Source: an optimization exercise on an open RTL-to-GDS flow (aim: small area, a short achievable clock period and few clock cycles per item). Production flows keep margins and buffers that such runs may drop. RTL that was checked went through simulation tests only; none was proved equivalent to the original.

Design gcd, start of the top module:
module gcd (
    input  logic        clk_i,
    input  logic        rst_i,
    input  logic        start_i,
    input  logic [31:0] a_i,
    input  logic [31:0] b_i,
    output logic        busy_o,
    output logic        valid_o,
    output logic [31:0] result_o
);
Size in the first run: about 100 I/O pins, ~7000 sq um of cells after synthesis.
==> flow/config.mk <==
export PLATFORM = sky130hd
export DESIGN_NAME = gcd
export DESIGN_NICKNAME = gcd
export VERILOG_FILES = /design/flow/design.v
export SDC_FILE = /design/flow/constraint.sdc
export NUM_CORES = 4
export LEC_CHECK = 0
export CAP_MARGIN = 20
export CORE_MARGIN = 2
export CORE_UTILIZATION = 40
export CTS_BUF_LIST = sky130_fd_sc_hd__clkbuf_4 sky130_fd_sc_hd__clkbuf_8
export PLACE_DENSITY = 0.6
export SETUP_SLACK_MARGIN = 2.0
export SLEW_MARGIN = 20
==> flow/constraint.sdc <==
create_clock -name core_clock -period 6.0 [get_ports {clk_i}]
set_input_delay 1.2000 -clock core_clock [delete_from_list [all_inputs] [get_ports {clk_i}]]
set_output_delay 1.2000 -clock core_clock [all_outputs]
set_load 0.01 [all_outputs]
standard.sh (not shown) runs the stock make flow with config.mk's settings and CLKGATE_MAP_FILE= SYNTH_SCRIPT=/design/flow/synth_recipe.tcl, a recipe that flattens the netlist after the stock synthesis.
==> flow/flow/run.sh <==
#!/bin/bash
# The standard layout (the standard.sh, unchanged synthesis), except that
# the buffer put on each input and output port is the smallest buffer cell.
set -euo pipefail
export BUFFER_PORTS_ARGS="-buffer_cell sky130_fd_sc_hd__buf_1"
bash standard.sh > standard.log 2>&1
The first run passed the timing, DRC and antenna checks.
Testbench counts at the start, summed over its fixed seeds: cycles 57,461, items 2,400.
Then changed:
--- a/flow/config.mk
+++ b/flow/config.mk
@@ -9,6 +9,5 @@
 export CORE_MARGIN = 2
 export CORE_UTILIZATION = 40
-export CTS_BUF_LIST = sky130_fd_sc_hd__clkbuf_4 sky130_fd_sc_hd__clkbuf_8
 export PLACE_DENSITY = 0.6
-export SETUP_SLACK_MARGIN = 2.0
+export SETUP_SLACK_MARGIN = 3.0
 export SLEW_MARGIN = 20
Result: The new run finished with timing, DRC and antenna clean; sequential share of layout area shrinks by 4.1 points; wire length grows by 14%; die area stays the same; clock skew shrinks by 4.4 ps; hold slack is worse by 11 ps; utilization grows by 11 points; global-route usage grows by 4.0 points; cell count grows by 7.5%; cell area grows by 23%; non-clock buffer count grows by 89; worst setup slack is better by 220 ps.
Then changed:
--- a/flow/config.mk
+++ b/flow/config.mk
@@ -10,4 +10,4 @@
 export CORE_UTILIZATION = 40
 export PLACE_DENSITY = 0.6
-export SETUP_SLACK_MARGIN = 3.0
+export SETUP_SLACK_MARGIN = 2.0
 export SLEW_MARGIN = 20
Non-clock buffer count drops by 91.
Cell area falls by 18%.
Then changed:
--- a/flow/config.mk
+++ b/flow/config.mk
@@ -8,6 +8,6 @@
 export CAP_MARGIN = 20
 export CORE_MARGIN = 2
-export CORE_UTILIZATION = 40
-export PLACE_DENSITY = 0.6
+export CORE_UTILIZATION = 60
+export PLACE_DENSITY = 0.75
 export SETUP_SLACK_MARGIN = 2.0
 export SLEW_MARGIN = 20
- The changed run finished with timing, DRC and antenna clean
- fmax came out lower by about 2%
- global-route usage goes up by 13 points
- first-iteration DRC count increases by 23%
- clock skew stays flat

* * *

gcd again, from the RTL that the note above started with.
Design gcd, start of the top module:
module gcd (
    input  logic        clk_i,
    input  logic        rst_i,
    input  logic        start_i,
    input  logic [31:0] a_i,
    input  logic [31:0] b_i,
    output logic        busy_o,
    output logic        valid_o,
    output logic [31:0] result_o
);
    logic [31:0] a, b;
    logic [4:0]  k;
    logic        run;
    logic both_odd, both_even, swap;
    assign both_odd  = a[0] & b[0];
    assign both_even = ~a[0] & ~b[0];
    assign swap      = a[0] & ~b[0];
    localparam int W = 31;
    logic [W-1:0] x1, x2, hp, hg, gg, pp, d;
    logic         cout;
    assign x1 = a[31:1];
    assign x2 = b[31:1];
    assign hg = x1 & ~x2;
    assign hp = ~(x1 ^ x2);             
    always_comb begin
        gg = hg;
        pp = hp;
        for (int l = 0; l < 5; l++)
            for (int i = 0; i < W; i++)
                if ((i >> l) & 1) begin
                    gg[i] = gg[i] | (pp[i] & gg[((i >> l) << l) - 1]);
                    pp[i] = pp[i] & pp[((i >> l) << l) - 1];
                end
    end
    assign cout = gg[W-1];              
    always_comb begin
        d[0] = ~hp[0];
        for (int i = 1; i < W; i++)
            d[i] = hp[i] ^ ~cout ^ (gg[i-1] | (cout & pp[i-1]));
    end
    logic eq, a_zero, k_zero, fin;
    assign eq     = both_odd & (&hp);
    assign a_zero = ~|a;
  ...
clock: 6.0 ns
lec_check: 0
cap_margin: 20
core_margin: 2
core_utilization: 40
place_density: 0.6
setup_slack_margin: 1.0
slew_margin: 20
Scripts as last shown in full above: flow/flow/run.sh
Testbench counts at the start, summed over its fixed seeds: cycles 57,461, items 2,400.
==> next run, changes <==
- SETUP_SLACK_MARGIN: 1.0 -> 2.5
Cell area is higher by 14%; hold slack is better by 19 ps; global-route usage is about the same; utilization is higher by 6.6 points; count of clock-buffer cells in the layout goes down by 1; fmax climbs by 21%; wire length is higher by 3.9%.

* * *

Another version of the RTL of gcd (not shown whole).
Size: about 930 cells after synthesis, roughly 70 flip-flops, about 7400 sq um of cells after synthesis.
clock: 6.0 ns
lec_check: 0
cap_margin: 20
core_margin: 2
core_utilization: 40
place_density: 0.6
setup_slack_margin: 3.0
slew_margin: 20
Scripts as last shown in full above: flow/flow/run.sh
The first run ran to the end with no violations.
Change:
--- a/flow/config.mk
+++ b/flow/config.mk
@@ -10,4 +10,4 @@
 export CORE_UTILIZATION = 40
 export PLACE_DENSITY = 0.6
-export SETUP_SLACK_MARGIN = 3.0
+export SETUP_SLACK_MARGIN = 2.0
 export SLEW_MARGIN = 20
- final area decreases by about 18%
- worst setup slack got worse by 0.20 ns
- final cell count decreases by 6.2%
- area after synthesis stays the same
- global-route usage decreases by 2.6 points
- routed wire length decreases by 16%
- worst hold slack got worse by 0.024 ns
Function was not checked in any run of this note: the RTL went through the layout flow alone.

[separate check: timing with driven ports]
How much do the figures lean on ideal ports? The routed layouts below were timed once more, with nothing changed but the port constraints.
Step 1: set_driving_cell puts a clkbuf_16 on clk_i and a buf_2 on each other input, an assumption about the parent block.
Step 2 moves the port delays by t, midway between the first and last clock arrival at a register: inputs arrive t later, outputs are due t later. That takes back most of the time a late clock gives input paths.
Three values: ideal ports, drivers, drivers and shift; two values: the first two.
run	t, ns	setup WS [ns]	hold slack, ns	worst setup path at the end	slew at the worst register clock pin (ns)
the first run of note 1	0.420	2.111 / 2.073 / 2.176	0.540 / 0.540 / 0.540	register to register	0.09 / 0.09
the second run of note 1	0.399	2.327 / 2.283 / 2.456	0.529 / 0.529 / 0.529	register to register	0.06 / 0.06
the third run of note 1	0.388	2.149 / 2.107 / 2.163	0.538 / 0.538 / 0.538	register to register	0.06 / 0.06
the fourth run of note 1	0.390	2.074 / 2.072 / 2.074	0.548 / 0.548 / 0.548	register to register	0.06 / 0.06
the first run of note 2	0.403	1.557 / 1.557 / 1.557	0.521 / 0.521 / 0.521	register to register	0.07 / 0.07
the second run of note 2	0.404	2.321 / 2.276 / 2.428	0.541 / 0.541 / 0.541	register to register	0.07 / 0.07
the first run of note 3	0.398	2.329 / 2.287 / 2.659	0.534 / 0.534 / 0.534	register to register	0.06 / 0.06
the second run of note 3	0.395	2.126 / 2.082 / 2.209	0.510 / 0.510 / 0.510	register to register	0.06 / 0.06
After both steps every run listed still meets setup and hold.
